Background: an optimization exercise with open tools, aiming at small area. Do not read the settings as production practice.
Only simulation tests tie the RTL to the original design; equivalence was not proved.
No activity file was given, so power comes from the tool's default toggle rates.

**flow/run.sh**
```bash
#!/bin/bash
# synth_recipe.tcl (not shown) runs the flow's synth.tcl, then flattens the netlist and writes it again
# the make line also repeats each setting of config.mk as NAME=value (left out here)
make -C /OpenROAD-flow-scripts/flow DESIGN_CONFIG=/design/flow/config.mk WORK_HOME=/design/flow/orfs CLKGATE_MAP_FILE= SYNTH_SCRIPT=/design/flow/synth_recipe.tcl finish
```
**flow/design.v**
```verilog
`timescale 1ns/1ps
module divdiv (dividend, divisor, div_state, clk, rstn, enable, result);
input  [31:0] dividend;
input  [31:0] divisor;
input  clk;
input  rstn;
input  enable;
output reg div_state;
output reg [13:0] result;
reg [31:0] temp;
reg [13:0] counter;
reg [13:0] result_pre;
wire [32:0] diff = {1'b0, temp} - {1'b0, divisor};
wire lt = diff[32] & (|divisor);    
wire gt = ~lt & (|diff[31:0]);
always @(posedge clk)
    if (!enable)
        temp <= dividend;
    else if (gt)
        temp <= diff[31:0];
always @(posedge clk)
    if (!enable)
        counter <= 14'd0;
    else if (gt)
        counter <= counter + 14'd1;
always @(posedge clk or negedge rstn)
    if (!rstn)
        result_pre <= 14'd0;
    else if (enable)
        result_pre <= counter;
always @(posedge clk or negedge rstn)
    if (!rstn)
        div_state <= 1'b0;
    else
        div_state <= lt;
always @(posedge clk or negedge rstn)
    if (!rstn)
        result <= 14'd0;
    else if (div_state)
        result <= result_pre;
endmodule
`timescale 1ns/1ps
module adaptive_filter (clk, rstn, shift, w_wr, w_data, byp, sq_ld, sq_d, ds_ld, ds_d, capture,
                        flag_16, e_load, nz_load, v32, x_t0, reff_31, w_t0, w_t32, sq, e, d, flag_n, d_sum_q);
input clk, rstn, shift;
input w_wr, byp, sq_ld, ds_ld, capture, flag_16, e_load, nz_load, v32;
input [31:0] w_data, sq_d, ds_d;
input [13:0] x_t0, reff_31;
output [31:0] w_t0, w_t32;
output reg [31:0] sq;
output reg [13:0] e;
output [13:0] d;
output reg flag_n;
output [31:0] d_sum_q;
reg [31:0] d_sum, n;
assign d_sum_q = d_sum;
reg nz31;
ram_weight ram_weight_1 (.clk(clk), .wr_en(w_wr), .wr_data(w_data), .byp(byp), .tap(w_t0), .tap32(w_t32));
always @(posedge clk or negedge rstn)
    if (rstn == 0)
        d_sum <= 32'd0;
    else if (ds_ld)
        d_sum <= ds_d;
always @(posedge clk or negedge rstn)
    if (rstn == 0)
        sq <= 32'd0;
    else if (sq_ld)
        sq <= sq_d;
always @(posedge clk or negedge rstn)
    if (rstn == 0)
        n <= 32'd0;
    else if (capture & flag_n)
        n <= sq;
always @(posedge clk or negedge rstn)
    if (rstn == 0) begin
        nz31 <= 1'b0;
        flag_n <= 1'b0;
    end else begin
        if (nz_load)
            nz31 <= v32 & (|x_t0);
        if (shift)
            flag_n <= nz31;
    end
wire div_state;
divdiv divdiv_1 (.dividend(d_sum), .divisor(n), .div_state(div_state), .clk(clk), .rstn(rstn),
                 .enable(~flag_16 & flag_n), .result(d));
always @(posedge clk or negedge rstn)
    if (rstn == 0)
        e <= 14'd0;
    else if (div_state & e_load)
        e <= d[13] ? reff_31 + d : reff_31 - d;
endmodule
module mul32x14 (a, b, c, p);
input [31:0] a;
input [13:0] b;
input [36:0] c;
output [36:0] p;
wire [16:0] bb = {2'b00, b, 1'b0};
wire [33:0] a2 = {1'b0, a, 1'b0};
wire [33:0] a1 = {2'b00, a};
reg [36:0] rows [0:7];
reg [6:0] neg;
reg b0, b1, bm, s1, s2, ng;
reg [33:0] r;
integer i;
always @(*) begin
    for (i = 0; i < 7; i = i + 1) begin
        bm = bb[2*i]; b0 = bb[2*i+1]; b1 = bb[2*i+2];
        s1 = b0 ^ bm;                                 
        s2 = (b1 & ~b0 & ~bm) | (~b1 & b0 & bm);     
        ng = b1 & ~(b0 & bm);                        
        r = (({34{s1}} & a1) | ({34{s2}} & a2)) ^ {34{ng}};
        neg[i] = ng;
        rows[i] = {3'b000, r[32:0]} << (2*i);
    end
    rows[7] = ({37{b[13]}} & {5'd0, a}) << 14;       
end
wire [36:0] negs = {23'd0, neg[6], 1'b0, neg[5], 1'b0, neg[4], 1'b0, neg[3], 1'b0, neg[2], 1'b0, neg[1], 1'b0, neg[0]};
wire [36:0] corr = {neg[0], neg[0], neg[0], neg[0], 33'd0} + {neg[1], neg[1], 35'd0};
assign p = rows[0] + rows[1] + rows[2] + rows[3] + rows[4] + rows[5] + rows[6] + rows[7] + negs + corr + c;
endmodule
module mul14x14 (a, b, p);
input [13:0] a;
input [13:0] b;
output [27:0] p;
wire s1;
wire c2;
wire s3;
wire c4;
wire s5;
wire c6;
wire s7;
wire c8;
wire s9;
wire c10;
wire s11;
wire c12;
wire s13;
wire c14;
wire s15;
wire c16;
wire s17;
wire c18;
wire s19;
wire c20;
wire s21;
wire c22;
wire s23;
wire c24;
wire s25;
wire c26;
wire s27;
wire c28;
wire s29;
wire c30;
wire s31;
wire c32;
wire s33;
wire c34;
wire s35;
wire c36;
wire s37;
wire c38;
wire s39;
wire c40;
wire s41;
wire c42;
wire s43;
wire c44;
wire s45;
wire c46;
wire s47;
wire c48;
wire s49;
wire c50;
wire s51;
wire c52;
wire s53;
wire c54;
wire s55;
wire c56;
wire s57;
wire c58;
wire s59;
wire c60;
wire s61;
wire c62;
wire s63;
wire c64;
wire s65;
wire c66;
wire s67;
wire c68;
wire s69;
wire c70;
wire s71;
wire c72;
wire s73;
wire c74;
wire s75;
wire c76;
wire s77;
wire c78;
wire s79;
wire c80;
wire s81;
wire c82;
wire s83;
wire c84;
wire s85;
wire c86;
wire s87;
wire c88;
wire s89;
wire c90;
wire s91;
wire c92;
wire s93;
wire c94;
wire s95;
wire c96;
wire s97;
wire c98;
wire s99;
wire c100;
wire s101;
wire c102;
wire s103;
wire c104;
wire s105;
wire c106;
wire s107;
wire c108;
wire s109;
wire c110;
wire s111;
wire c112;
wire s113;
wire c114;
wire s115;
wire c116;
wire s117;
wire c118;
wire s119;
wire c120;
wire s121;
wire c122;
wire s123;
wire c124;
wire s125;
wire c126;
wire s127;
wire c128;
wire s129;
wire c130;
wire s131;
wire c132;
wire s133;
wire c134;
wire s135;
wire c136;
wire s137;
wire c138;
wire s139;
wire c140;
wire s141;
wire c142;
wire s143;
wire c144;
wire s145;
wire c146;
wire s147;
wire c148;
wire s149;
wire c150;
wire s151;
wire c152;
wire s153;
wire c154;
wire s155;
wire c156;
wire s157;
wire c158;
wire s159;
wire c160;
wire s161;
wire c162;
wire s163;
wire c164;
wire s165;
wire c166;
wire s167;
wire c168;
wire s169;
wire c170;
wire s171;
wire c172;
wire s173;
wire c174;
wire s175;
wire c176;
wire s177;
wire c178;
wire s179;
wire c180;
wire s181;
wire c182;
wire s183;
wire c184;
wire s185;
wire c186;
wire s187;
wire c188;
wire s189;
wire c190;
wire s191;
wire c192;
wire s193;
wire c194;
wire s195;
wire c196;
wire s197;
wire c198;
wire s199;
wire c200;
wire s201;
wire c202;
wire s203;
wire c204;
wire s205;
wire c206;
wire s207;
wire c208;
wire s209;
wire c210;
wire s211;
wire c212;
wire s213;
wire c214;
wire s215;
wire c216;
wire s217;
wire c218;
wire s219;
wire c220;
wire s221;
wire c222;
wire s223;
wire c224;
wire s225;
wire c226;
wire s227;
wire c228;
wire s229;
wire c230;
wire s231;
wire c232;
wire s233;
wire c234;
wire s235;
wire c236;
wire s237;
wire c238;
wire s239;
wire c240;
wire s241;
wire c242;
wire s243;
wire c244;
wire s245;
wire c246;
wire s247;
wire c248;
wire s249;
wire c250;
wire s251;
wire c252;
wire s253;
wire c254;
wire s255;
wire c256;
wire s257;
wire c258;
wire s259;
wire c260;
wire s261;
wire c262;
wire s263;
wire c264;
wire s265;
wire c266;
wire s267;
wire c268;
wire s269;
wire c270;
wire s271;
wire c272;
wire s273;
wire c274;
wire s275;
wire c276;
wire s277;
wire c278;
wire s279;
wire c280;
wire s281;
wire c282;
wire s283;
wire c284;
wire s285;
wire c286;
wire s287;
wire c288;
wire s289;
wire c290;
wire s291;
wire c292;
wire s293;
wire c294;
wire s295;
wire c296;
wire s297;
wire c298;
wire s299;
wire c300;
wire s301;
wire c302;
wire s303;
wire c304;
wire s305;
wire c306;
wire s307;
wire c308;
wire s309;
wire c310;
wire s311;
wire c312;
assign s1 = (a[0] & b[13]) ^ (a[1] & b[12]);
assign c2 = (a[0] & b[13]) & (a[1] & b[12]);
assign s3 = (a[1] & b[13]) ^ (a[2] & b[12]);
assign c4 = (a[1] & b[13]) & (a[2] & b[12]);
assign s5 = (a[0] & b[9]) ^ (a[1] & b[8]);
assign c6 = (a[0] & b[9]) & (a[1] & b[8]);
assign s7 = (a[0] & b[10]) ^ (a[1] & b[9]) ^ (a[2] & b[8]);
assign c8 = ((a[0] & b[10]) & (a[1] & b[9])) | ((a[0] & b[10]) & (a[2] & b[8])) | ((a[1] & b[9]) & (a[2] & b[8]));
assign s9 = (a[3] & b[7]) ^ (a[4] & b[6]);
assign c10 = (a[3] & b[7]) & (a[4] & b[6]);
assign s11 = (a[0] & b[11]) ^ (a[1] & b[10]) ^ (a[2] & b[9]);
assign c12 = ((a[0] & b[11]) & (a[1] & b[10])) | ((a[0] & b[11]) & (a[2] & b[9])) | ((a[1] & b[10]) & (a[2] & b[9]));
assign s13 = (a[3] & b[8]) ^ (a[4] & b[7]) ^ (a[5] & b[6]);
assign c14 = ((a[3] & b[8]) & (a[4] & b[7])) | ((a[3] & b[8]) & (a[5] & b[6])) | ((a[4] & b[7]) & (a[5] & b[6]));
assign s15 = (a[6] & b[5]) ^ (a[7] & b[4]);
assign c16 = (a[6] & b[5]) & (a[7] & b[4]);
assign s17 = (a[0] & b[12]) ^ (a[1] & b[11]) ^ (a[2] & b[10]);
assign c18 = ((a[0] & b[12]) & (a[1] & b[11])) | ((a[0] & b[12]) & (a[2] & b[10])) | ((a[1] & b[11]) & (a[2] & b[10]));
assign s19 = (a[3] & b[9]) ^ (a[4] & b[8]) ^ (a[5] & b[7]);
assign c20 = ((a[3] & b[9]) & (a[4] & b[8])) | ((a[3] & b[9]) & (a[5] & b[7])) | ((a[4] & b[8]) & (a[5] & b[7]));
assign s21 = (a[6] & b[6]) ^ (a[7] & b[5]) ^ (a[8] & b[4]);
assign c22 = ((a[6] & b[6]) & (a[7] & b[5])) | ((a[6] & b[6]) & (a[8] & b[4])) | ((a[7] & b[5]) & (a[8] & b[4]));
assign s23 = (a[9] & b[3]) ^ (a[10] & b[2]);
assign c24 = (a[9] & b[3]) & (a[10] & b[2]);
assign s25 = s1 ^ (a[2] & b[11]) ^ (a[3] & b[10]);
assign c26 = (s1 & (a[2] & b[11])) | (s1 & (a[3] & b[10])) | ((a[2] & b[11]) & (a[3] & b[10]));
assign s27 = (a[4] & b[9]) ^ (a[5] & b[8]) ^ (a[6] & b[7]);
assign c28 = ((a[4] & b[9]) & (a[5] & b[8])) | ((a[4] & b[9]) & (a[6] & b[7])) | ((a[5] & b[8]) & (a[6] & b[7]));
assign s29 = (a[7] & b[6]) ^ (a[8] & b[5]) ^ (a[9] & b[4]);
assign c30 = ((a[7] & b[6]) & (a[8] & b[5])) | ((a[7] & b[6]) & (a[9] & b[4])) | ((a[8] & b[5]) & (a[9] & b[4]));
assign s31 = (a[10] & b[3]) ^ (a[11] & b[2]) ^ (a[12] & b[1]);
assign c32 = ((a[10] & b[3]) & (a[11] & b[2])) | ((a[10] & b[3]) & (a[12] & b[1])) | ((a[11] & b[2]) & (a[12] & b[1]));
assign s33 = c2 ^ s3 ^ (a[3] & b[11]);
assign c34 = (c2 & s3) | (c2 & (a[3] & b[11])) | (s3 & (a[3] & b[11]));
assign s35 = (a[4] & b[10]) ^ (a[5] & b[9]) ^ (a[6] & b[8]);
assign c36 = ((a[4] & b[10]) & (a[5] & b[9])) | ((a[4] & b[10]) & (a[6] & b[8])) | ((a[5] & b[9]) & (a[6] & b[8]));
assign s37 = (a[7] & b[7]) ^ (a[8] & b[6]) ^ (a[9] & b[5]);
assign c38 = ((a[7] & b[7]) & (a[8] & b[6])) | ((a[7] & b[7]) & (a[9] & b[5])) | ((a[8] & b[6]) & (a[9] & b[5]));
assign s39 = (a[10] & b[4]) ^ (a[11] & b[3]) ^ (a[12] & b[2]);
assign c40 = ((a[10] & b[4]) & (a[11] & b[3])) | ((a[10] & b[4]) & (a[12] & b[2])) | ((a[11] & b[3]) & (a[12] & b[2]));
assign s41 = c4 ^ (a[2] & b[13]) ^ (a[3] & b[12]);
assign c42 = (c4 & (a[2] & b[13])) | (c4 & (a[3] & b[12])) | ((a[2] & b[13]) & (a[3] & b[12]));
assign s43 = (a[4] & b[11]) ^ (a[5] & b[10]) ^ (a[6] & b[9]);
assign c44 = ((a[4] & b[11]) & (a[5] & b[10])) | ((a[4] & b[11]) & (a[6] & b[9])) | ((a[5] & b[10]) & (a[6] & b[9]));
assign s45 = (a[7] & b[8]) ^ (a[8] & b[7]) ^ (a[9] & b[6]);
assign c46 = ((a[7] & b[8]) & (a[8] & b[7])) | ((a[7] & b[8]) & (a[9] & b[6])) | ((a[8] & b[7]) & (a[9] & b[6]));
assign s47 = (a[10] & b[5]) ^ (a[11] & b[4]) ^ (a[12] & b[3]);
assign c48 = ((a[10] & b[5]) & (a[11] & b[4])) | ((a[10] & b[5]) & (a[12] & b[3])) | ((a[11] & b[4]) & (a[12] & b[3]));
assign s49 = (a[3] & b[13]) ^ (a[4] & b[12]) ^ (a[5] & b[11]);
assign c50 = ((a[3] & b[13]) & (a[4] & b[12])) | ((a[3] & b[13]) & (a[5] & b[11])) | ((a[4] & b[12]) & (a[5] & b[11]));
assign s51 = (a[6] & b[10]) ^ (a[7] & b[9]) ^ (a[8] & b[8]);
assign c52 = ((a[6] & b[10]) & (a[7] & b[9])) | ((a[6] & b[10]) & (a[8] & b[8])) | ((a[7] & b[9]) & (a[8] & b[8]));
assign s53 = (a[9] & b[7]) ^ (a[10] & b[6]) ^ (a[11] & b[5]);
assign c54 = ((a[9] & b[7]) & (a[10] & b[6])) | ((a[9] & b[7]) & (a[11] & b[5])) | ((a[10] & b[6]) & (a[11] & b[5]));
assign s55 = (a[4] & b[13]) ^ (a[5] & b[12]) ^ (a[6] & b[11]);
assign c56 = ((a[4] & b[13]) & (a[5] & b[12])) | ((a[4] & b[13]) & (a[6] & b[11])) | ((a[5] & b[12]) & (a[6] & b[11]));
assign s57 = (a[7] & b[10]) ^ (a[8] & b[9]) ^ (a[9] & b[8]);
assign c58 = ((a[7] & b[10]) & (a[8] & b[9])) | ((a[7] & b[10]) & (a[9] & b[8])) | ((a[8] & b[9]) & (a[9] & b[8]));
assign s59 = (a[5] & b[13]) ^ (a[6] & b[12]) ^ (a[7] & b[11]);
assign c60 = ((a[5] & b[13]) & (a[6] & b[12])) | ((a[5] & b[13]) & (a[7] & b[11])) | ((a[6] & b[12]) & (a[7] & b[11]));
assign s61 = (a[0] & b[6]) ^ (a[1] & b[5]);
assign c62 = (a[0] & b[6]) & (a[1] & b[5]);
assign s63 = (a[0] & b[7]) ^ (a[1] & b[6]) ^ (a[2] & b[5]);
assign c64 = ((a[0] & b[7]) & (a[1] & b[6])) | ((a[0] & b[7]) & (a[2] & b[5])) | ((a[1] & b[6]) & (a[2] & b[5]));
assign s65 = (a[3] & b[4]) ^ (a[4] & b[3]);
assign c66 = (a[3] & b[4]) & (a[4] & b[3]);
assign s67 = (a[0] & b[8]) ^ (a[1] & b[7]) ^ (a[2] & b[6]);
assign c68 = ((a[0] & b[8]) & (a[1] & b[7])) | ((a[0] & b[8]) & (a[2] & b[6])) | ((a[1] & b[7]) & (a[2] & b[6]));
assign s69 = (a[3] & b[5]) ^ (a[4] & b[4]) ^ (a[5] & b[3]);
assign c70 = ((a[3] & b[5]) & (a[4] & b[4])) | ((a[3] & b[5]) & (a[5] & b[3])) | ((a[4] & b[4]) & (a[5] & b[3]));
assign s71 = (a[6] & b[2]) ^ (a[7] & b[1]);
assign c72 = (a[6] & b[2]) & (a[7] & b[1]);
assign s73 = s5 ^ (a[2] & b[7]) ^ (a[3] & b[6]);
assign c74 = (s5 & (a[2] & b[7])) | (s5 & (a[3] & b[6])) | ((a[2] & b[7]) & (a[3] & b[6]));
assign s75 = (a[4] & b[5]) ^ (a[5] & b[4]) ^ (a[6] & b[3]);
assign c76 = ((a[4] & b[5]) & (a[5] & b[4])) | ((a[4] & b[5]) & (a[6] & b[3])) | ((a[5] & b[4]) & (a[6] & b[3]));
assign s77 = (a[7] & b[2]) ^ (a[8] & b[1]) ^ (a[9] & b[0]);
assign c78 = ((a[7] & b[2]) & (a[8] & b[1])) | ((a[7] & b[2]) & (a[9] & b[0])) | ((a[8] & b[1]) & (a[9] & b[0]));
assign s79 = c6 ^ s7 ^ s9;
assign c80 = (c6 & s7) | (c6 & s9) | (s7 & s9);
assign s81 = (a[5] & b[5]) ^ (a[6] & b[4]) ^ (a[7] & b[3]);
assign c82 = ((a[5] & b[5]) & (a[6] & b[4])) | ((a[5] & b[5]) & (a[7] & b[3])) | ((a[6] & b[4]) & (a[7] & b[3]));
assign s83 = (a[8] & b[2]) ^ (a[9] & b[1]) ^ (a[10] & b[0]);
assign c84 = ((a[8] & b[2]) & (a[9] & b[1])) | ((a[8] & b[2]) & (a[10] & b[0])) | ((a[9] & b[1]) & (a[10] & b[0]));
assign s85 = c8 ^ c10 ^ s11;
assign c86 = (c8 & c10) | (c8 & s11) | (c10 & s11);
assign s87 = s13 ^ s15 ^ (a[8] & b[3]);
assign c88 = (s13 & s15) | (s13 & (a[8] & b[3])) | (s15 & (a[8] & b[3]));
assign s89 = (a[9] & b[2]) ^ (a[10] & b[1]) ^ (a[11] & b[0]);
assign c90 = ((a[9] & b[2]) & (a[10] & b[1])) | ((a[9] & b[2]) & (a[11] & b[0])) | ((a[10] & b[1]) & (a[11] & b[0]));
assign s91 = c12 ^ c14 ^ c16;
assign c92 = (c12 & c14) | (c12 & c16) | (c14 & c16);
assign s93 = s17 ^ s19 ^ s21;
assign c94 = (s17 & s19) | (s17 & s21) | (s19 & s21);
assign s95 = s23 ^ (a[11] & b[1]) ^ (a[12] & b[0]);
assign c96 = (s23 & (a[11] & b[1])) | (s23 & (a[12] & b[0])) | ((a[11] & b[1]) & (a[12] & b[0]));
assign s97 = c18 ^ c20 ^ c22;
assign c98 = (c18 & c20) | (c18 & c22) | (c20 & c22);
assign s99 = c24 ^ s25 ^ s27;
assign c100 = (c24 & s25) | (c24 & s27) | (s25 & s27);
assign s101 = s29 ^ s31 ^ (a[13] & b[0]);
assign c102 = (s29 & s31) | (s29 & (a[13] & b[0])) | (s31 & (a[13] & b[0]));
assign s103 = c26 ^ c28 ^ c30;
assign c104 = (c26 & c28) | (c26 & c30) | (c28 & c30);
assign s105 = c32 ^ s33 ^ s35;
assign c106 = (c32 & s33) | (c32 & s35) | (s33 & s35);
assign s107 = s37 ^ s39 ^ (a[13] & b[1]);
assign c108 = (s37 & s39) | (s37 & (a[13] & b[1])) | (s39 & (a[13] & b[1]));
assign s109 = c34 ^ c36 ^ c38;
assign c110 = (c34 & c36) | (c34 & c38) | (c36 & c38);
assign s111 = c40 ^ s41 ^ s43;
assign c112 = (c40 & s41) | (c40 & s43) | (s41 & s43);
assign s113 = s45 ^ s47 ^ (a[13] & b[2]);
assign c114 = (s45 & s47) | (s45 & (a[13] & b[2])) | (s47 & (a[13] & b[2]));
assign s115 = c42 ^ c44 ^ c46;
assign c116 = (c42 & c44) | (c42 & c46) | (c44 & c46);
assign s117 = c48 ^ s49 ^ s51;
assign c118 = (c48 & s49) | (c48 & s51) | (s49 & s51);
assign s119 = s53 ^ (a[12] & b[4]) ^ (a[13] & b[3]);
assign c120 = (s53 & (a[12] & b[4])) | (s53 & (a[13] & b[3])) | ((a[12] & b[4]) & (a[13] & b[3]));
assign s121 = c50 ^ c52 ^ c54;
assign c122 = (c50 & c52) | (c50 & c54) | (c52 & c54);
assign s123 = s55 ^ s57 ^ (a[10] & b[7]);
assign c124 = (s55 & s57) | (s55 & (a[10] & b[7])) | (s57 & (a[10] & b[7]));
assign s125 = (a[11] & b[6]) ^ (a[12] & b[5]) ^ (a[13] & b[4]);
assign c126 = ((a[11] & b[6]) & (a[12] & b[5])) | ((a[11] & b[6]) & (a[13] & b[4])) | ((a[12] & b[5]) & (a[13] & b[4]));
assign s127 = c56 ^ c58 ^ s59;
assign c128 = (c56 & c58) | (c56 & s59) | (c58 & s59);
assign s129 = (a[8] & b[10]) ^ (a[9] & b[9]) ^ (a[10] & b[8]);
assign c130 = ((a[8] & b[10]) & (a[9] & b[9])) | ((a[8] & b[10]) & (a[10] & b[8])) | ((a[9] & b[9]) & (a[10] & b[8]));
assign s131 = (a[11] & b[7]) ^ (a[12] & b[6]) ^ (a[13] & b[5]);
assign c132 = ((a[11] & b[7]) & (a[12] & b[6])) | ((a[11] & b[7]) & (a[13] & b[5])) | ((a[12] & b[6]) & (a[13] & b[5]));
assign s133 = c60 ^ (a[6] & b[13]) ^ (a[7] & b[12]);
assign c134 = (c60 & (a[6] & b[13])) | (c60 & (a[7] & b[12])) | ((a[6] & b[13]) & (a[7] & b[12]));
assign s135 = (a[8] & b[11]) ^ (a[9] & b[10]) ^ (a[10] & b[9]);
assign c136 = ((a[8] & b[11]) & (a[9] & b[10])) | ((a[8] & b[11]) & (a[10] & b[9])) | ((a[9] & b[10]) & (a[10] & b[9]));
assign s137 = (a[11] & b[8]) ^ (a[12] & b[7]) ^ (a[13] & b[6]);
assign c138 = ((a[11] & b[8]) & (a[12] & b[7])) | ((a[11] & b[8]) & (a[13] & b[6])) | ((a[12] & b[7]) & (a[13] & b[6]));
assign s139 = (a[7] & b[13]) ^ (a[8] & b[12]) ^ (a[9] & b[11]);
assign c140 = ((a[7] & b[13]) & (a[8] & b[12])) | ((a[7] & b[13]) & (a[9] & b[11])) | ((a[8] & b[12]) & (a[9] & b[11]));
assign s141 = (a[10] & b[10]) ^ (a[11] & b[9]) ^ (a[12] & b[8]);
assign c142 = ((a[10] & b[10]) & (a[11] & b[9])) | ((a[10] & b[10]) & (a[12] & b[8])) | ((a[11] & b[9]) & (a[12] & b[8]));
assign s143 = (a[8] & b[13]) ^ (a[9] & b[12]) ^ (a[10] & b[11]);
assign c144 = ((a[8] & b[13]) & (a[9] & b[12])) | ((a[8] & b[13]) & (a[10] & b[11])) | ((a[9] & b[12]) & (a[10] & b[11]));
assign s145 = (a[0] & b[4]) ^ (a[1] & b[3]);
assign c146 = (a[0] & b[4]) & (a[1] & b[3]);
assign s147 = (a[0] & b[5]) ^ (a[1] & b[4]) ^ (a[2] & b[3]);
assign c148 = ((a[0] & b[5]) & (a[1] & b[4])) | ((a[0] & b[5]) & (a[2] & b[3])) | ((a[1] & b[4]) & (a[2] & b[3]));
assign s149 = (a[3] & b[2]) ^ (a[4] & b[1]);
assign c150 = (a[3] & b[2]) & (a[4] & b[1]);
assign s151 = s61 ^ (a[2] & b[4]) ^ (a[3] & b[3]);
assign c152 = (s61 & (a[2] & b[4])) | (s61 & (a[3] & b[3])) | ((a[2] & b[4]) & (a[3] & b[3]));
assign s153 = (a[4] & b[2]) ^ (a[5] & b[1]) ^ (a[6] & b[0]);
assign c154 = ((a[4] & b[2]) & (a[5] & b[1])) | ((a[4] & b[2]) & (a[6] & b[0])) | ((a[5] & b[1]) & (a[6] & b[0]));
assign s155 = c62 ^ s63 ^ s65;
assign c156 = (c62 & s63) | (c62 & s65) | (s63 & s65);
assign s157 = (a[5] & b[2]) ^ (a[6] & b[1]) ^ (a[7] & b[0]);
assign c158 = ((a[5] & b[2]) & (a[6] & b[1])) | ((a[5] & b[2]) & (a[7] & b[0])) | ((a[6] & b[1]) & (a[7] & b[0]));
assign s159 = c64 ^ c66 ^ s67;
assign c160 = (c64 & c66) | (c64 & s67) | (c66 & s67);
assign s161 = s69 ^ s71 ^ (a[8] & b[0]);
assign c162 = (s69 & s71) | (s69 & (a[8] & b[0])) | (s71 & (a[8] & b[0]));
assign s163 = c68 ^ c70 ^ c72;
assign c164 = (c68 & c70) | (c68 & c72) | (c70 & c72);
assign s165 = s73 ^ s75 ^ s77;
assign c166 = (s73 & s75) | (s73 & s77) | (s75 & s77);
assign s167 = c74 ^ c76 ^ c78;
assign c168 = (c74 & c76) | (c74 & c78) | (c76 & c78);
assign s169 = s79 ^ s81 ^ s83;
assign c170 = (s79 & s81) | (s79 & s83) | (s81 & s83);
assign s171 = c80 ^ c82 ^ c84;
assign c172 = (c80 & c82) | (c80 & c84) | (c82 & c84);
assign s173 = s85 ^ s87 ^ s89;
assign c174 = (s85 & s87) | (s85 & s89) | (s87 & s89);
assign s175 = c86 ^ c88 ^ c90;
assign c176 = (c86 & c88) | (c86 & c90) | (c88 & c90);
assign s177 = s91 ^ s93 ^ s95;
assign c178 = (s91 & s93) | (s91 & s95) | (s93 & s95);
assign s179 = c92 ^ c94 ^ c96;
assign c180 = (c92 & c94) | (c92 & c96) | (c94 & c96);
assign s181 = s97 ^ s99 ^ s101;
assign c182 = (s97 & s99) | (s97 & s101) | (s99 & s101);
assign s183 = c98 ^ c100 ^ c102;
assign c184 = (c98 & c100) | (c98 & c102) | (c100 & c102);
assign s185 = s103 ^ s105 ^ s107;
assign c186 = (s103 & s105) | (s103 & s107) | (s105 & s107);
assign s187 = c104 ^ c106 ^ c108;
assign c188 = (c104 & c106) | (c104 & c108) | (c106 & c108);
assign s189 = s109 ^ s111 ^ s113;
assign c190 = (s109 & s111) | (s109 & s113) | (s111 & s113);
assign s191 = c110 ^ c112 ^ c114;
assign c192 = (c110 & c112) | (c110 & c114) | (c112 & c114);
assign s193 = s115 ^ s117 ^ s119;
assign c194 = (s115 & s117) | (s115 & s119) | (s117 & s119);
assign s195 = c116 ^ c118 ^ c120;
assign c196 = (c116 & c118) | (c116 & c120) | (c118 & c120);
assign s197 = s121 ^ s123 ^ s125;
assign c198 = (s121 & s123) | (s121 & s125) | (s123 & s125);
assign s199 = c122 ^ c124 ^ c126;
assign c200 = (c122 & c124) | (c122 & c126) | (c124 & c126);
assign s201 = s127 ^ s129 ^ s131;
assign c202 = (s127 & s129) | (s127 & s131) | (s129 & s131);
assign s203 = c128 ^ c130 ^ c132;
assign c204 = (c128 & c130) | (c128 & c132) | (c130 & c132);
assign s205 = s133 ^ s135 ^ s137;
assign c206 = (s133 & s135) | (s133 & s137) | (s135 & s137);
assign s207 = c134 ^ c136 ^ c138;
assign c208 = (c134 & c136) | (c134 & c138) | (c136 & c138);
assign s209 = s139 ^ s141 ^ (a[13] & b[7]);
assign c210 = (s139 & s141) | (s139 & (a[13] & b[7])) | (s141 & (a[13] & b[7]));
assign s211 = c140 ^ c142 ^ s143;
assign c212 = (c140 & c142) | (c140 & s143) | (c142 & s143);
assign s213 = (a[11] & b[10]) ^ (a[12] & b[9]) ^ (a[13] & b[8]);
assign c214 = ((a[11] & b[10]) & (a[12] & b[9])) | ((a[11] & b[10]) & (a[13] & b[8])) | ((a[12] & b[9]) & (a[13] & b[8]));
assign s215 = c144 ^ (a[9] & b[13]) ^ (a[10] & b[12]);
assign c216 = (c144 & (a[9] & b[13])) | (c144 & (a[10] & b[12])) | ((a[9] & b[13]) & (a[10] & b[12]));
assign s217 = (a[11] & b[11]) ^ (a[12] & b[10]) ^ (a[13] & b[9]);
assign c218 = ((a[11] & b[11]) & (a[12] & b[10])) | ((a[11] & b[11]) & (a[13] & b[9])) | ((a[12] & b[10]) & (a[13] & b[9]));
assign s219 = (a[10] & b[13]) ^ (a[11] & b[12]) ^ (a[12] & b[11]);
assign c220 = ((a[10] & b[13]) & (a[11] & b[12])) | ((a[10] & b[13]) & (a[12] & b[11])) | ((a[11] & b[12]) & (a[12] & b[11]));
assign s221 = (a[0] & b[3]) ^ (a[1] & b[2]);
assign c222 = (a[0] & b[3]) & (a[1] & b[2]);
assign s223 = s145 ^ (a[2] & b[2]) ^ (a[3] & b[1]);
assign c224 = (s145 & (a[2] & b[2])) | (s145 & (a[3] & b[1])) | ((a[2] & b[2]) & (a[3] & b[1]));
assign s225 = c146 ^ s147 ^ s149;
assign c226 = (c146 & s147) | (c146 & s149) | (s147 & s149);
assign s227 = c148 ^ c150 ^ s151;
assign c228 = (c148 & c150) | (c148 & s151) | (c150 & s151);
assign s229 = c152 ^ c154 ^ s155;
assign c230 = (c152 & c154) | (c152 & s155) | (c154 & s155);
assign s231 = c156 ^ c158 ^ s159;
assign c232 = (c156 & c158) | (c156 & s159) | (c158 & s159);
assign s233 = c160 ^ c162 ^ s163;
assign c234 = (c160 & c162) | (c160 & s163) | (c162 & s163);
assign s235 = c164 ^ c166 ^ s167;
assign c236 = (c164 & c166) | (c164 & s167) | (c166 & s167);
assign s237 = c168 ^ c170 ^ s171;
assign c238 = (c168 & c170) | (c168 & s171) | (c170 & s171);
assign s239 = c172 ^ c174 ^ s175;
assign c240 = (c172 & c174) | (c172 & s175) | (c174 & s175);
assign s241 = c176 ^ c178 ^ s179;
assign c242 = (c176 & c178) | (c176 & s179) | (c178 & s179);
assign s243 = c180 ^ c182 ^ s183;
assign c244 = (c180 & c182) | (c180 & s183) | (c182 & s183);
assign s245 = c184 ^ c186 ^ s187;
assign c246 = (c184 & c186) | (c184 & s187) | (c186 & s187);
assign s247 = c188 ^ c190 ^ s191;
assign c248 = (c188 & c190) | (c188 & s191) | (c190 & s191);
assign s249 = c192 ^ c194 ^ s195;
assign c250 = (c192 & c194) | (c192 & s195) | (c194 & s195);
assign s251 = c196 ^ c198 ^ s199;
assign c252 = (c196 & c198) | (c196 & s199) | (c198 & s199);
assign s253 = c200 ^ c202 ^ s203;
assign c254 = (c200 & c202) | (c200 & s203) | (c202 & s203);
assign s255 = c204 ^ c206 ^ s207;
assign c256 = (c204 & c206) | (c204 & s207) | (c206 & s207);
assign s257 = c208 ^ c210 ^ s211;
assign c258 = (c208 & c210) | (c208 & s211) | (c210 & s211);
assign s259 = c212 ^ c214 ^ s215;
assign c260 = (c212 & c214) | (c212 & s215) | (c214 & s215);
assign s261 = c216 ^ c218 ^ s219;
assign c262 = (c216 & c218) | (c216 & s219) | (c218 & s219);
assign s263 = c220 ^ (a[11] & b[13]) ^ (a[12] & b[12]);
assign c264 = (c220 & (a[11] & b[13])) | (c220 & (a[12] & b[12])) | ((a[11] & b[13]) & (a[12] & b[12]));
assign s265 = (a[0] & b[2]) ^ (a[1] & b[1]);
assign c266 = (a[0] & b[2]) & (a[1] & b[1]);
assign s267 = s221 ^ (a[2] & b[1]) ^ (a[3] & b[0]);
assign c268 = (s221 & (a[2] & b[1])) | (s221 & (a[3] & b[0])) | ((a[2] & b[1]) & (a[3] & b[0]));
assign s269 = c222 ^ s223 ^ (a[4] & b[0]);
assign c270 = (c222 & s223) | (c222 & (a[4] & b[0])) | (s223 & (a[4] & b[0]));
assign s271 = c224 ^ s225 ^ (a[5] & b[0]);
assign c272 = (c224 & s225) | (c224 & (a[5] & b[0])) | (s225 & (a[5] & b[0]));
assign s273 = c226 ^ s227 ^ s153;
assign c274 = (c226 & s227) | (c226 & s153) | (s227 & s153);
assign s275 = c228 ^ s229 ^ s157;
assign c276 = (c228 & s229) | (c228 & s157) | (s229 & s157);
assign s277 = c230 ^ s231 ^ s161;
assign c278 = (c230 & s231) | (c230 & s161) | (s231 & s161);
assign s279 = c232 ^ s233 ^ s165;
assign c280 = (c232 & s233) | (c232 & s165) | (s233 & s165);
assign s281 = c234 ^ s235 ^ s169;
assign c282 = (c234 & s235) | (c234 & s169) | (s235 & s169);
assign s283 = c236 ^ s237 ^ s173;
assign c284 = (c236 & s237) | (c236 & s173) | (s237 & s173);
assign s285 = c238 ^ s239 ^ s177;
assign c286 = (c238 & s239) | (c238 & s177) | (s239 & s177);
assign s287 = c240 ^ s241 ^ s181;
assign c288 = (c240 & s241) | (c240 & s181) | (s241 & s181);
assign s289 = c242 ^ s243 ^ s185;
assign c290 = (c242 & s243) | (c242 & s185) | (s243 & s185);
assign s291 = c244 ^ s245 ^ s189;
assign c292 = (c244 & s245) | (c244 & s189) | (s245 & s189);
assign s293 = c246 ^ s247 ^ s193;
assign c294 = (c246 & s247) | (c246 & s193) | (s247 & s193);
assign s295 = c248 ^ s249 ^ s197;
assign c296 = (c248 & s249) | (c248 & s197) | (s249 & s197);
assign s297 = c250 ^ s251 ^ s201;
assign c298 = (c250 & s251) | (c250 & s201) | (s251 & s201);
assign s299 = c252 ^ s253 ^ s205;
assign c300 = (c252 & s253) | (c252 & s205) | (s253 & s205);
assign s301 = c254 ^ s255 ^ s209;
assign c302 = (c254 & s255) | (c254 & s209) | (s255 & s209);
assign s303 = c256 ^ s257 ^ s213;
assign c304 = (c256 & s257) | (c256 & s213) | (s257 & s213);
assign s305 = c258 ^ s259 ^ s217;
assign c306 = (c258 & s259) | (c258 & s217) | (s259 & s217);
assign s307 = c260 ^ s261 ^ (a[13] & b[10]);
assign c308 = (c260 & s261) | (c260 & (a[13] & b[10])) | (s261 & (a[13] & b[10]));
assign s309 = c262 ^ s263 ^ (a[13] & b[11]);
assign c310 = (c262 & s263) | (c262 & (a[13] & b[11])) | (s263 & (a[13] & b[11]));
assign s311 = c264 ^ (a[12] & b[13]) ^ (a[13] & b[12]);
assign c312 = (c264 & (a[12] & b[13])) | (c264 & (a[13] & b[12])) | ((a[12] & b[13]) & (a[13] & b[12]));
wire [27:0] ra = {1'b0, c312, c310, c308, c306, c304, c302, c300, c298, c296, c294, c292, c290, c288, c286, c284, c282, c280, c278, c276, c274, c272, c270, c268, c266, s265, (a[0] & b[1]), (a[0] & b[0])};
wire [27:0] rb = {1'b0, (a[13] & b[13]), s311, s309, s307, s305, s303, s301, s299, s297, s295, s293, s291, s289, s287, s285, s283, s281, s279, s277, s275, s273, s271, s269, s267, (a[2] & b[0]), (a[1] & b[0]), 1'b0};
assign p = ra + rb;
endmodule
`timescale 1ns/1ps
module ram_weight (clk, wr_en, wr_data, byp, tap, tap32);
input clk, wr_en, byp;
input [31:0] wr_data;
output [31:0] tap, tap32;
reg [33*32-1:0] ring;
assign tap = ring[31:0];
assign tap32 = ring[32*32 +: 32];
wire [31:0] back = wr_en ? wr_data : ring[31:0];
always @(posedge clk)
    ring <= {back, byp ? ring[31:0] : ring[32*32 +: 32], ring[32*32-1:32]};
endmodule
`timescale 1ns/1ps
module ram_data (clk, rstn, shift, in, wr, in_q, tap0, tap1, tap32);
input clk, rstn, shift, wr;
input [13:0] in;
output reg [13:0] in_q;
output [13:0] tap0, tap1, tap32;
always @(posedge clk or negedge rstn)
    if (rstn == 0)
        in_q <= 14'd0;
    else if (shift)
        in_q <= in;
reg [33*14-1:0] ring;
assign tap0 = ring[13:0];
assign tap1 = ring[27:14];
assign tap32 = ring[32*14 +: 14];
always @(posedge clk)
    ring <= {wr ? in_q : ring[13:0], ring[33*14-1:14]};
endmodule
`timescale 1ns/1ps
module alog_top (rstn, clk, buffer_2, buffer_3, reff, head_flag, dout, weight_2_in_0);
input rstn, clk, head_flag;
input [13:0] buffer_2, buffer_3, reff;
output [31:0] weight_2_in_0;
output reg [13:0] dout;
wire [13:0] d_2, d_3;
reg [11:0] counter_pre;
reg c2078, c2113, c2114;    
reg [5:0] curr_state, next_state;
reg stop_state, stb_state, adap_filter_state, weight_cal_state, shift_data_state;
always @(posedge clk or negedge rstn)
    if (rstn == 0)
        {stb_state, shift_data_state, weight_cal_state, adap_filter_state, stop_state} <= 5'd0;
    else
        {stb_state, shift_data_state, weight_cal_state, adap_filter_state, stop_state} <= curr_state[4:0];
always @(posedge clk or negedge rstn)
    if (rstn == 0)
        counter_pre <= 12'd0;
    else if (counter_pre == 12'd2128)
        counter_pre <= 12'd0;
    else if (stop_state | stb_state)
        counter_pre <= 12'd0;
    else
        counter_pre <= counter_pre + 12'd1;
always @(posedge clk or negedge rstn)
    if (rstn == 0)
        {c2078, c2113, c2114} <= 3'd0;
    else
        {c2078, c2113, c2114} <= {counter_pre == 12'd2078, counter_pre == 12'd2113, counter_pre == 12'd2114};
always @(posedge clk or negedge rstn)
    if (rstn == 0)
        curr_state <= 6'd1;
    else
        curr_state <= next_state;
always @(*)
    case (curr_state)
    6'd1    : next_state = head_flag ? 6'd2 : 6'd1;
    6'd2    : next_state = c2078 ? 6'd4 : 6'd2;
    6'd4    : next_state = c2113 ? 6'd8 : 6'd4;
    6'd8    : next_state = c2114 ? 6'd16 : 6'd8;
    6'd16   : next_state = (~head_flag) ? 6'd1 : 6'd16;
    default : next_state = 6'd1;
    endcase
always @(posedge clk or negedge rstn)
    if (rstn == 0)
        dout <= 14'd0;
    else
        dout <= d_2 + d_3;
reg [5:0] fcnt;
reg af_dly, flag_16;
always @(posedge clk or negedge rstn)
    if (rstn == 0)
        fcnt <= 6'd0;
    else if (adap_filter_state == 1'b0)
        fcnt <= 6'd0;
    else if (fcnt != 6'd34)
        fcnt <= fcnt + 6'd1;
always @(posedge clk or negedge rstn)
    if (rstn == 0) begin
        af_dly <= 1'b0;
        flag_16 <= 1'b0;
    end else begin
        af_dly <= adap_filter_state;
        flag_16 <= (fcnt == 6'd33);
    end
wire shift = shift_data_state;
reg [5:0] j;
wire [5:0] j1 = (j == 6'd32) ? 6'd0 : j + 6'd1;
wire [5:0] j2 = (j1 == 6'd32) ? 6'd0 : j1 + 6'd1;
always @(posedge clk or negedge rstn)
    if (rstn == 0)
        j <= 6'd0;
    else
        j <= shift ? j2 : j1;
reg [5:0] v;
always @(posedge clk or negedge rstn)
    if (rstn == 0)
        v <= 6'd0;
    else if (shift && v != 6'd33)
        v <= v + 6'd1;
reg [6:0] ps;
wire [6:0] ps_n = (counter_pre == 12'd2082) ? 7'd1 : ((ps != 7'd0) && (ps != 7'd68)) ? ps + 7'd1 : 7'd0;
always @(posedge clk or negedge rstn)
    if (rstn == 0)
        ps <= 7'd0;
    else
        ps <= ps_n;
wire [5:0] j_n = shift ? j2 : j1;
wire [5:0] j_n1 = (j_n == 6'd32) ? 6'd0 : j_n + 6'd1;
wire [5:0] v_n = (shift && v != 6'd33) ? v + 6'd1 : v;
reg vold33;                         
wire vold33_n = shift ? (v == 6'd33) : vold33;
reg jeq0, jeq1, jeq31, jeq32, v32, v33;
reg capture, flag_17;
reg w0u, m_w0, ua, ma, ub, mb, mb_first, blk;
reg wa, wb, oku_a, oku_b, okm_a, okm_b;
reg sq_pend2, sq_pend3, sub2, sub3;
reg wv;
wire upd_ab_n = ((ps_n >= 7'd2) && (ps_n <= 7'd34)) | ((ps_n >= 7'd35) && (ps_n <= 7'd67));
always @(posedge clk or negedge rstn)
    if (rstn == 0) begin
        {jeq0, jeq1, jeq31, jeq32, v32, v33, vold33, capture, flag_17} <= 9'd0;
        {w0u, m_w0, ua, ma, ub, mb, mb_first, blk} <= 8'd0;
        {wa, wb, oku_a, oku_b, okm_a, okm_b} <= 6'd0;
        {sq_pend2, sq_pend3, sub2, sub3, wv} <= 5'd0;
    end else begin
        jeq0 <= (j_n == 6'd0);
        jeq1 <= (j_n == 6'd1);
        jeq31 <= (j_n == 6'd31);
        jeq32 <= (j_n == 6'd32);
        v32 <= (v_n >= 6'd32);
        v33 <= (v_n == 6'd33);
        vold33 <= vold33_n;
        capture <= adap_filter_state & (fcnt == 6'd32);
        flag_17 <= flag_16;
        w0u <= (ps_n == 7'd1);
        m_w0 <= (ps_n == 7'd2);
        ua <= (ps_n >= 7'd2) && (ps_n <= 7'd34);
        ma <= (ps_n >= 7'd3) && (ps_n <= 7'd35);
        ub <= (ps_n >= 7'd35) && (ps_n <= 7'd67);
        mb <= (ps_n >= 7'd36);
        mb_first <= (ps_n == 7'd36);
        blk <= (ps_n >= 7'd35);
        wa <= (ps_n >= 7'd2) && (ps_n <= 7'd34) && (j_n != 6'd0) && (j_n != 6'd32);
        oku_a <= (v_n > j_n1);
        wb <= (ps_n >= 7'd35) && (ps_n <= 7'd67) && (j_n != 6'd0);
        oku_b <= (j_n1 != 6'd0) ? (v_n > j_n1) : vold33_n;
        okm_a <= (v > j) && (j != 6'd0) && (j != 6'd32);
        okm_b <= (v > j) && (j != 6'd0);
        sq_pend2 <= flag_17 | (sq_pend2 & ~sub2);
        sq_pend3 <= flag_17 | (sq_pend3 & ~sub3);
        sub2 <= (flag_17 | (sq_pend2 & ~sub2)) & (j_n == 6'd32);
        sub3 <= (flag_17 | (sq_pend3 & ~sub3)) & (j_n == 6'd31);
        if (ps_n == 7'd68)
            wv <= 1'b1;
    end
wire e_load = af_dly & (fcnt == 6'd34);
reg byp_pend, byp_run;
wire byp_start = byp_pend & jeq1;
wire byp = byp_start | byp_run;      
always @(posedge clk or negedge rstn)
    if (rstn == 0) begin
        byp_pend <= 1'b0;
        byp_run <= 1'b0;
    end else begin
        if (flag_16)
            byp_pend <= 1'b1;
        else if (byp_start)
            byp_pend <= 1'b0;
        byp_run <= byp & ~jeq32;
    end
wire [13:0] x2_t0, x2_t1, x2_t32, x2_in, x3_t0, x3_t1, x3_t32, x3_in, r_t0;
wire dwr = jeq0 & ~blk;
ram_data ram_data_2 (.clk(clk), .rstn(rstn), .shift(shift), .in(buffer_2), .wr(dwr), .in_q(x2_in), .tap0(x2_t0), .tap1(x2_t1), .tap32(x2_t32));
ram_data ram_data_3 (.clk(clk), .rstn(rstn), .shift(shift), .in(buffer_3), .wr(dwr), .in_q(x3_in), .tap0(x3_t0), .tap1(x3_t1), .tap32(x3_t32));
ram_data ram_data_r (.clk(clk), .rstn(rstn), .shift(shift), .in(reff), .wr(dwr), .in_q(), .tap0(r_t0), .tap1(), .tap32());
reg [13:0] reff_31;
always @(posedge clk)
    if (jeq31)
        reff_31 <= v32 ? r_t0 : 14'd0;
reg [13:0] x1;
always @(posedge clk or negedge rstn)
    if (rstn == 0)
        x1 <= 14'd0;
    else if (shift)
        x1 <= x2_in;
wire [31:0] w2_t0, w2_t32, w3_t0, w3_t32, sq2, sq3;
wire [13:0] e_2, e_3;
wire flag_n2, flag_n3;
reg [31:0] w0_r;
reg [31:0] acc2;
wire [31:0] d_sum3_q;
assign weight_2_in_0 = w0_r;
wire add2 = flag_16, add3 = flag_17;
wire sq_op = add2 | add3 | sub2 | sub3;
wire [13:0] bu = ({14{w0u}} & x1) | ({14{ua & oku_a}} & x2_t1) | ({14{ub & oku_b}} & x3_t1) |
                 ({14{add2}} & x2_in) | ({14{add3}} & x3_in) |
                 ({14{sub2 & v33}} & x2_t0) | ({14{sub3 & v33}} & x3_t1);
wire [13:0] au = ({14{w0u | ua}} & e_2) | ({14{ub}} & e_3) | ({14{sq_op}} & bu);
wire [27:0] pu;
mul14x14 mul_u (.a(au), .b(bu), .p(pu));
wire [31:0] xu = ({32{w0u}} & w0_r) | ({32{ua & wv}} & w2_t0) | ({32{ub & wv}} & w3_t0) |
                 ({32{add2}} & sq2) | ({32{sub2}} & ~sq2) | ({32{add3}} & sq3) | ({32{sub3}} & ~sq3);
wire [31:0] su = xu + (sq_op ? {4'd0, pu} : {7'd0, pu[24:0]});
wire [31:0] sq_new = su ^ {32{sub2 | sub3}};
always @(posedge clk or negedge rstn)
    if (rstn == 0)
        w0_r <= 32'd0;
    else if (w0u)
        w0_r <= su;
wire [31:0] am = ({32{m_w0}} & w0_r) | ({32{ma}} & w2_t32) | ({32{mb}} & w3_t32);
wire [13:0] bm = ({14{m_w0}} & x2_in) | ({14{ma & okm_a}} & x2_t32) | ({14{mb & okm_b}} & x3_t32);
wire [31:0] cm = ({32{ma}} & acc2) | ({32{mb & ~mb_first}} & d_sum3_q);
wire [36:0] pm;
mul32x14 mul (.a(am), .b(bm), .c({cm, 5'd0}), .p(pm));
always @(posedge clk)
    if (m_w0 | ma)
        acc2 <= pm[36:5];
adaptive_filter adaptive_filter_2 (.clk(clk), .rstn(rstn), .shift(shift), .w_wr(wa), .w_data(su), .byp(byp),
    .sq_ld(add2 | sub2), .sq_d(sq_new), .ds_ld(capture & flag_n2), .ds_d(acc2), .capture(capture),
    .flag_16(flag_16), .e_load(e_load), .nz_load(jeq31), .v32(v32), .x_t0(x2_t0), .reff_31(reff_31),
    .w_t0(w2_t0), .w_t32(w2_t32), .sq(sq2), .e(e_2), .d(d_2), .flag_n(flag_n2), .d_sum_q());
adaptive_filter adaptive_filter_3 (.clk(clk), .rstn(rstn), .shift(shift), .w_wr(wb), .w_data(su), .byp(byp),
    .sq_ld(add3 | sub3), .sq_d(sq_new), .ds_ld(mb & flag_n3), .ds_d(pm[36:5]), .capture(capture),
    .flag_16(flag_16), .e_load(e_load), .nz_load(jeq31), .v32(v32), .x_t0(x3_t0), .reff_31(reff_31),
    .w_t0(w3_t0), .w_t32(w3_t32), .sq(sq3), .e(e_3), .d(d_3), .flag_n(flag_n3), .d_sum_q(d_sum3_q));
endmodule
```
**flow/config.mk**
```make
export PLATFORM = sky130hd
export DESIGN_NAME = alog_top
export DESIGN_NICKNAME = alog_top
export VERILOG_FILES = /design/flow/design.v
export SDC_FILE = /design/flow/constraint.sdc
export NUM_CORES = 4
export LEC_CHECK = 0
export CAP_MARGIN = 20
export CORE_MARGIN = 2
export CORE_UTILIZATION = 60
export CTS_CLUSTER_DIAMETER = 65
export CTS_CLUSTER_SIZE = 27
export PLACE_DENSITY = 0.7
export SLEW_MARGIN = 20
```
**flow/constraint.sdc**
```tcl
create_clock -name core_clock -period 12.0 [get_ports {clk}]
set_input_delay 2.4000 -clock core_clock [delete_from_list [all_inputs] [get_ports {clk}]]
set_output_delay 2.4000 -clock core_clock [all_outputs]
set_load 0.01 [all_outputs]
```
==> impl_metrics.csv, run 1 <==
group,metric,value,unit
timing,setup_ws,1.526,ns
global_routing,grtUsageTotal,26.80,%
timing,finalWorstPathRequiredPeriod,10.47,ns
power_and_ir_drop,power.leakage,0.05593,uW
placed_design,gp_congestion,0.9654,
synthesis,yosysTopAreaCellShare,58.09,%
global_routing,grt_pass1_wl,407.4,mm
critical_path,cp_slowest_cell,"a21boi_1",
layout,nets,9677,
critical_path,path_class,"reg -> reg",
routing,route.detailed.drc,0,
timing,setup_viol,0,
timing,hold_viol_final,0,
global_routing,grt_overflow,0,
timing,slew_headroom,20.73,%
clock_tree,clock-sinks,4101,
synthesis,synth_cell_types,92,
synthesis,ys_seq_area_share,70.39,%
power_and_ir_drop,switchingPower,4397,uW
floorplanning,chipHeight,454.0,um
floorplanning,ios,91,
clock_tree,clk_pin_slew,0.10,ns
synthesis,synth-seq-cells,4101,
clock_tree,ctsHoldBuffers,0,
routing,ant_nets,0,
clock_tree,cts_tree,"done",
clock_tree,htree_levels,4,
min_path,whs_path_depth,0,
synthesis,synth_edf_count,110,
timing,fin_setup_tns,0,ns
clock_tree,cts_buffer_depth,3,
timing,finClkSkew,0.1084,ns
critical_path,r2r-start,"sub2$_DFF_PN0_",
global_routing,antenna_found_initial,30,
placed_design,pre_cts_ws,1.463,ns
layout,syn_to_final_growth,8.441,%
placed_design,dpl_cell_area,125600,um2
clock_tree,ctsResizeCount,0,
floorplanning,coreArea,201700,um2
outcome,status,"no timing/DRC/antenna violations",
power_and_ir_drop,intPower,16850,uW
critical_path,reg2regPathDepth,34,
synthesis,synthCells,8922,
floorplanning,initial_core_util,60.24,%
timing,fmax,0.09547,GHz
synthesis,synth_top_area_cell,"dfxtp_1",
floorplanning,die_area,206100,um2
floorplanning,rows,165,
critical_path,crit_path_frequent_cell,"fa_1",
critical_path,cp.arrival,11.23,ns
power_and_ir_drop,pwr-share-seq,64.5,%
global_routing,grt_pass1_vias,63910,
min_path,hold_end,"ram_data_2.ring[217]$_DFF_P_",
critical_path,crit_path_max_fanout,14,
placed_design,io_buffers,90,
clock_tree,root_buffer,"clkbuf_16",
layout,final_cell_area,131800,um2
clock_tree,post_cts_buffers,0,
min_path,hp-start,"ram_data_2.ring[231]$_DFF_P_",
timing,rsz0062_at_grt,"false",
power_and_ir_drop,power.total,21250,uW
power_and_ir_drop,clockPowerShare,35.0,%
layout,drive_gt1_share,9.186,%
synthesis,avgSynthCellArea,13.62,um2
critical_path,cp-end-kind,"flop",
routing,drt_pre_antenna_iters,7,
critical_path,rrSetupSlack,1.53,ns
min_path,hold_path.class,"reg -> reg",
global_routing,grt_max_degree,138,
critical_path,slowest_delay,0.87,ns
placed_design,dp_hpwl,195.6,mm
clock_tree,numCtsBuffers,193,
routing,via_per_inst,5.349,
layout,n_fill_cell,14300,
timing,worst_slew_pin_slew,1.182,ns
synthesis,syn_area,121500,um2
critical_path,required,12.76,ns
synthesis,synth.net_count,9569,
clock_tree,clock_latency,0.91,ns
routing,first_iter_violations,5664,
routing,totalWireLength,274.2,mm
critical_path,cp-start-kind,"flop",
routing,dr_total_vias,63150,
power_and_ir_drop,pwr_density_cell,161.3,nW/um2
synthesis,synth_ff_type,"dfxtp_1",
critical_path,reg2reg_to,"adaptive_filter_3.sq[30]$_DFFE_PN0P_",
routing,wire_per_inst,23.23,um
power_and_ir_drop,comb_power_share,0.5,%
synthesis,synthArstFlopShare,11.34,%
synthesis,ys_warn_count,7,
floorplanning,die_w,454.0,um
timing,whs,0.2570,ns
timing,min_period_over_period,87.29,%
power_and_ir_drop,peakVddDrop,0.2095,mV
synthesis,synth_area_leaders,"dfxtp_1, dfrtp_1, fa_1",
power_and_ir_drop,netSwitchingFraction,20.69,%
timing,slew_violations,0,
job,max-cap-violations,0,
==> cells in the mapped netlist (54+ instances only) <==
master,instances
a21o_1,78
a21oi_1,192
a221oi_1,62
a22oi_1,255
and2_1,56
clkbuf_1,236
dfrtp_1,464
dfxtp_1,3526
edfxtp_1,110
fa_1,344
ha_1,258
inv_1,501
mux2_2,418
nand2_1,640
nand3_1,111
nor2_1,324
nor3_1,54
o21ai_0,201
xnor2_1,245
xor2_1,196
==> critical path, delay by kind of cell, from the launching register on <==
family / cells / cell delay, ns
mux: 1 / 0.29
xor+xnor: 3 / 0.50
simple gates: 6 / 1.78
fa+ha+maj: 8 / 3.37
flops: 1 / 0.52
compound gates: 13 / 3.77
buf+inv: 3 / 0.17
==> stage by stage <==
step                std cells  utilization [%]
floorplan                8922                -
detailed placement      11510            62.28
global placement        11510            62.28
finish                  11810            65.33
global route            11800            65.32
CTS                     11790            65.30
==> cell type report <==
type | instances | area, um2 | share of cell area [%]
antenna | 11 | 27.53 | 0.02089
clock buffer | 230 | 5004 | 3.797
clock inverter | 58 | 1092 | 0.8289
inverter | 502 | 1884 | 1.430
multi-input combinational | 4042 | 33200 | 25.19
sequential | 4101 | 85540 | 64.92
tap | 2672 | 3343 | 2.537
timing repair buffer | 190 | 1680 | 1.275
==> registers in the layout, indices dropped and copies added, names as in the netlist, 32 cells and up <==
signal                               cells
ram_data_2.ring                        462
adaptive_filter_2.divdiv_1.temp         32
w0_r                                    32
adaptive_filter_3.sq                    32
adaptive_filter_2.d_sum                 32
ram_data_r.ring                        462
adaptive_filter_3.d_sum                 32
adaptive_filter_2.n                     32
adaptive_filter_2.sq                    32
adaptive_filter_3.n                     32
ram_data_3.ring                        462
adaptive_filter_3.ram_weight_1.ring   1056
acc2                                    32
adaptive_filter_3.divdiv_1.temp         32
adaptive_filter_2.ram_weight_1.ring   1056
==> power groups by stage <==
stage	sequential [uW]	combinational [uW]	clock [uW]
4_1_cts	13700	99.9	7620
2_1_floorplan	14000	40.5	0
3_3_place_gp	14000	95.8	0
6_report	13700	98.1	7440
3_5_place_dp	14000	99.6	0
5_1_grt	13700	111	8070
==> worst max-delay path by stage <==
stage,startpoint,endpoint,slack [ns],depth (start not counted)
finish,sub2$_DFF_PN0_,adaptive_filter_3.sq[30]$_DFFE_PN0P_,1.53,34
detailed placement,sub2$_DFF_PN0_,adaptive_filter_3.sq[30]$_DFFE_PN0P_,1.46,34
floorplan,flag_16$_DFF_PN0_,adaptive_filter_2.sq[30]$_DFFE_PN0P_,3.09,38
global route,sub2$_DFF_PN0_,adaptive_filter_3.sq[30]$_DFFE_PN0P_,0.91,34
global placement,sub2$_DFF_PN0_,adaptive_filter_2.sq[30]$_DFFE_PN0P_,1.55,34
CTS,sub2$_DFF_PN0_,adaptive_filter_3.sq[30]$_DFFE_PN0P_,1.48,34
==> cells in the final DEF (no fill, tap or decap), types with 27 or more instances in the layout <==
| master | count |
|---|---|
| nor3_1 | 54 |
| o21ai_1 | 27 |
| dfrtp_1 | 458 |
| nor4_1 | 44 |
| a221oi_1 | 62 |
| ha_1 | 258 |
| and3_1 | 47 |
| xnor2_1 | 245 |
| and2_1 | 57 |
| mux2_2 | 418 |
| inv_1 | 499 |
| nand2b_1 | 48 |
| clkbuf_16 | 194 |
| clkdlybuf4s50_1 | 89 |
| o21bai_1 | 32 |
| a21oi_1 | 191 |
| nand4_1 | 37 |
| fa_1 | 344 |
| xor2_1 | 196 |
| dfxtp_1 | 3526 |
| buf_4 | 96 |
| mux2i_1 | 41 |
| edfxtp_1 | 110 |
| nand2_1 | 637 |
| a22o_1 | 33 |
| nor2_1 | 316 |
| nand3_1 | 111 |
| clkbuf_1 | 34 |
| o21ai_0 | 199 |
| a22oi_1 | 255 |
| a21o_1 | 78 |
==> kinds of logic after synthesis <==
group | Yosys count | share of synthesized area [%]
multiplexers | 459 | 4.211
adder cells (fa/ha/maj) | 602 | 8.324
XOR/XNOR | 442 | 3.192
buffers and inverters | 779 | 2.416
AO/OA/AOI/OAI | 1068 | 5.937
AND/OR/NAND/NOR | 1471 | 5.534
flip-flops | 4101 | 70.39
==> per-layer routing <==
layer | up-vias | wire length, um | global-route usage, %
met4 | 8 | 9485 | 8.825
met2 | 1853 | 122000 | 41.12
met1 | 31250 | 123600 | 38.05
met3 | 447 | 19030 | 5.710
li1 | 29590 | - | -
met5 | - | 87 | 0.1866
==> inputs of run 2 (changes only) <==
--- a/flow/config.mk
+++ b/flow/config.mk
@@ -8,7 +8,7 @@
 export CAP_MARGIN = 20
 export CORE_MARGIN = 2
 export CORE_UTILIZATION = 60
-export CTS_CLUSTER_DIAMETER = 65
-export CTS_CLUSTER_SIZE = 27
+export CTS_CLUSTER_DIAMETER = 110
+export CTS_CLUSTER_SIZE = 26
 export PLACE_DENSITY = 0.7
 export SLEW_MARGIN = 20
==> run 2 against run 1 <==
Core utilization decreased by 0.46 points. Clock skew shrank 0.044 ns. Critical path type unchanged. Largest cell class unchanged. Global-route usage is 0.072 points lower.
==> impl_metrics.csv, run 2 <==
group,metric,value,unit
clock_tree,ctsResizeCount,0,
timing,worst_slew_pin_slew,1.184,ns
routing,route.detailed.drc,0,
job,max-cap-violations,0,
critical_path,r2r-start,"sub2$_DFF_PN0_",
critical_path,startpoint,"sub2$_DFF_PN0_",
clock_tree,clk_pin_slew,0.11,ns
floorplanning,initial_core_util,60.24,%
synthesis,synth_ff_type,"dfxtp_1",
critical_path,critical_path.top_delay_family,"compound AO/OA/AOI/OAI gates",
global_routing,grt_overflow,0,
timing,finClkSkew,0.06469,ns
synthesis,synthTopCellsByCount,"dfxtp_1, nand2_1, inv_1, dfrtp_1, mux2_2",
synthesis,ys_warn_count,7,
synthesis,yosysTopAreaCellShare,58.09,%
synthesis,synthCells,8922,
clock_tree,cts_tree,"done",
floorplanning,ios,91,
floorplanning,rows,165,
global_routing,grt_max_degree,138,
floorplanning,coreArea,201700,um2
critical_path,path_class,"reg -> reg",
synthesis,synthArstFlopShare,11.34,%
synthesis,synth_edf_count,110,
outcome,status,"no timing/DRC/antenna violations",
layout,mostFrequentLayoutCell,"dfxtp_1",
floorplanning,die_w,454.0,um
routing,via_per_inst,5.339,
layout,postLayoutCoreUtil,64.87,%
global_routing,antenna_found_initial,33,
layout,drive_gt1_share,8.657,%
layout,nets,9662,
timing,fmax,0.09416,GHz
layout,n_fill_cell,14380,
clock_tree,clock-sinks,4101,
timing,whs,0.2844,ns
synthesis,synth_cell_types,92,
routing,wire_per_inst,23.27,um
critical_path,critPathBufInv,3,
synthesis,ys_seq_area_share,70.39,%
min_path,hold_path.class,"reg -> reg",
placed_design,dp_hpwl,195.6,mm
critical_path,cp.arrival,11.35,ns
clock_tree,post_cts_buffers,0,
power_and_ir_drop,power.leakage,0.05549,uW
global_routing,grt_pass1_wl,406.7,mm
global_routing,grt_pass1_vias,63660,
timing,rsz0062_at_grt,"false",
clock_tree,numCtsBuffers,178,
placed_design,io_buffers,90,
routing,first_iter_violations,5535,
routing,totalWireLength,273.9,mm
routing,dr_total_vias,62850,
timing,setup_viol,0,
routing,drt_pre_antenna_iters,8,
floorplanning,die_area,206100,um2
critical_path,crit_path_frequent_cell,"fa_1",
min_path,hp-start,"adaptive_filter_3.ram_weight_1.ring[781]$_DFF_P_",
synthesis,synth_area_leaders,"dfxtp_1, dfrtp_1, fa_1",
clock_tree,htree_levels,4,
floorplanning,chipHeight,454.0,um
critical_path,required,12.73,ns
synthesis,synth.net_count,9569,
clock_tree,root_buffer,"clkbuf_16",
critical_path,cp-start-kind,"flop",
placed_design,gp_congestion,0.9654,
layout,syn_to_final_growth,7.679,%
layout,most-common-layout-cells,"dfxtp_1, nand2_1, inv_1",
synthesis,post-synth-top-count-cell,"dfxtp_1",
timing,hold_viol_final,0,
power_and_ir_drop,pwr_density_cell,158.0,nW/um2
routing,ant_nets,0,
timing,min_period_over_period,88.51,%
critical_path,cp-end-kind,"flop",
clock_tree,cts_buffer_depth,3,
clock_tree,clock_latency,0.88,ns
clock_tree,ctsHoldBuffers,0,
critical_path,slowest_delay,0.93,ns
synthesis,syn_area,121500,um2
layout,reg.largest.list,"adaptive_filter_2.ram_weight_1.ring (1056), adaptive_filter_3.ram_weight_1.ring (1056)",
timing,slew_violations,0,
critical_path,crit_path_max_fanout,14,
global_routing,grtUsageTotal,26.72,%
timing,fin_setup_tns,0,ns
synthesis,avgSynthCellArea,13.62,um2
synthesis,synth_top_area_cell,"dfxtp_1",
synthesis,synth-seq-cells,4101,
power_and_ir_drop,peakVddDrop,0.1750,mV
timing,slew_headroom,20.75,%
timing,finalWorstPathRequiredPeriod,10.62,ns
critical_path,cp_slowest_cell,"a21boi_1",
-- run 2: worst register-to-register path, delay by kind of cell, from the launching register on --
kind / cells / cell delay [ns]
AND/OR/NAND/NOR: 6 / 1.81
buffers and inverters: 3 / 0.17
flip-flops: 1 / 0.55
multiplexers: 1 / 0.28
XOR/XNOR: 3 / 0.50
adder cells (fa/ha/maj): 8 / 3.38
AO/OA/AOI/OAI: 13 / 3.80
-- run 2: area by class of cell --
| cell class | count | area, um2 | area share (%) |
|---|---|---|---|
| Timing Repair Buffer | 190 | 1680 | 1.284 |
| Tap cell | 2672 | 3343 | 2.555 |
| Inverter | 502 | 1884 | 1.440 |
| Sequential cell | 4101 | 85540 | 65.38 |
| Clock buffer | 235 | 4700 | 3.592 |
| Antenna cell | 8 | 20.02 | 0.01530 |
| Clock inverter | 21 | 478.0 | 0.3653 |
| Multi-Input combinational cell | 4042 | 33200 | 25.37 |
-- run 2: path summary, 6_finish.rpt --
path | slack, ns | cells past startpoint | endpoint
min | 0.28 | 0 | adaptive_filter_3.ram_weight_1.ring[749]$_DFF_P_
max reg2reg | 1.38 | 34 | adaptive_filter_2.sq[30]$_DFFE_PN0P_
max in group asynchronous | 8.33 | 3 | adaptive_filter_2.sq[22]$_DFFE_PN0P_
min reg2reg | 0.28 | 0 | adaptive_filter_3.ram_weight_1.ring[749]$_DFF_P_
max | 1.38 | 34 | adaptive_filter_2.sq[30]$_DFFE_PN0P_
min in group asynchronous | 1.51 | 1 | dout[3]$_DFF_PN0_
-- run 2: routing by layer --
metal,up-vias,wire length [um],track usage (%)
met1,31000,123000,37.81
met5,-,88,0.1866
met2,1876,121800,41.22
met4,8,9572,8.570
li1,29520,-,-
met3,441,19420,5.773
-- run 2: power breakdown --
| group | switching [uW] | internal, uW |
|---|---|---|
| clock network | 4040 | 2830 |
| registers | 25.2 | 13700 |
| logic | 65.6 | 33.7 |
-- run 2: stage by stage --
stage | std cells | power [uW] | worst slack [ns] | instance area [um2]
2_1_floorplan | 8922 | 14050 | 3.091 | 121500
3_3_place_gp | 11510 | 14120 | 1.551 | 125600
3_5_place_dp | 11510 | 14120 | 1.463 | 125600
4_1_cts | 11760 | 20850 | 1.421 | 130800
5_1_grt | 11770 | 21320 | 0.8562 | 130800
6_report | 11770 | 20680 | 1.379 | 130800
-- run 2: kinds of logic (layout without fill, tap and decap cells) --
group                    count (synthesis)  after routing  share of synthesized area (%)
multiplexers                           459            459                          4.211
XOR/XNOR                               442            442                          3.192
other                                    0              8                              0
AND/OR/NAND/NOR                       1471           1471                          5.534
buffers and inverters                  779            948                          2.416
AO/OA/AOI/OAI                         1068           1068                          5.937
flip-flops                            4101           4101                          70.39
adder cells (fa/ha/maj)                602            602                          8.324

## re-timing with driven ports
No port has a modelled driver above. Below, the same layouts with a new extraction and two added sets of constraints.
Step 1: set_driving_cell puts a clkbuf_16 on clk and a buf_2 on each other input, an assumption about the parent block.
Step 2 times the ports against the registers' clock, not the clock port: input delays grow and output delays shrink by t, the midpoint of the rising clock arrivals with the driver on.
Three values: ideal, step 1, step 2; two values: the first two.
run	t, ns	setup slack, ns	hold WS [ns]
run 1	0.945	1.526 / 1.526 / 1.526	0.257 / 0.257 / 0.257
run 2	0.931	1.379 / 1.379 / 1.379	0.284 / 0.284 / 0.284
After both steps setup and hold are still met in every run listed.
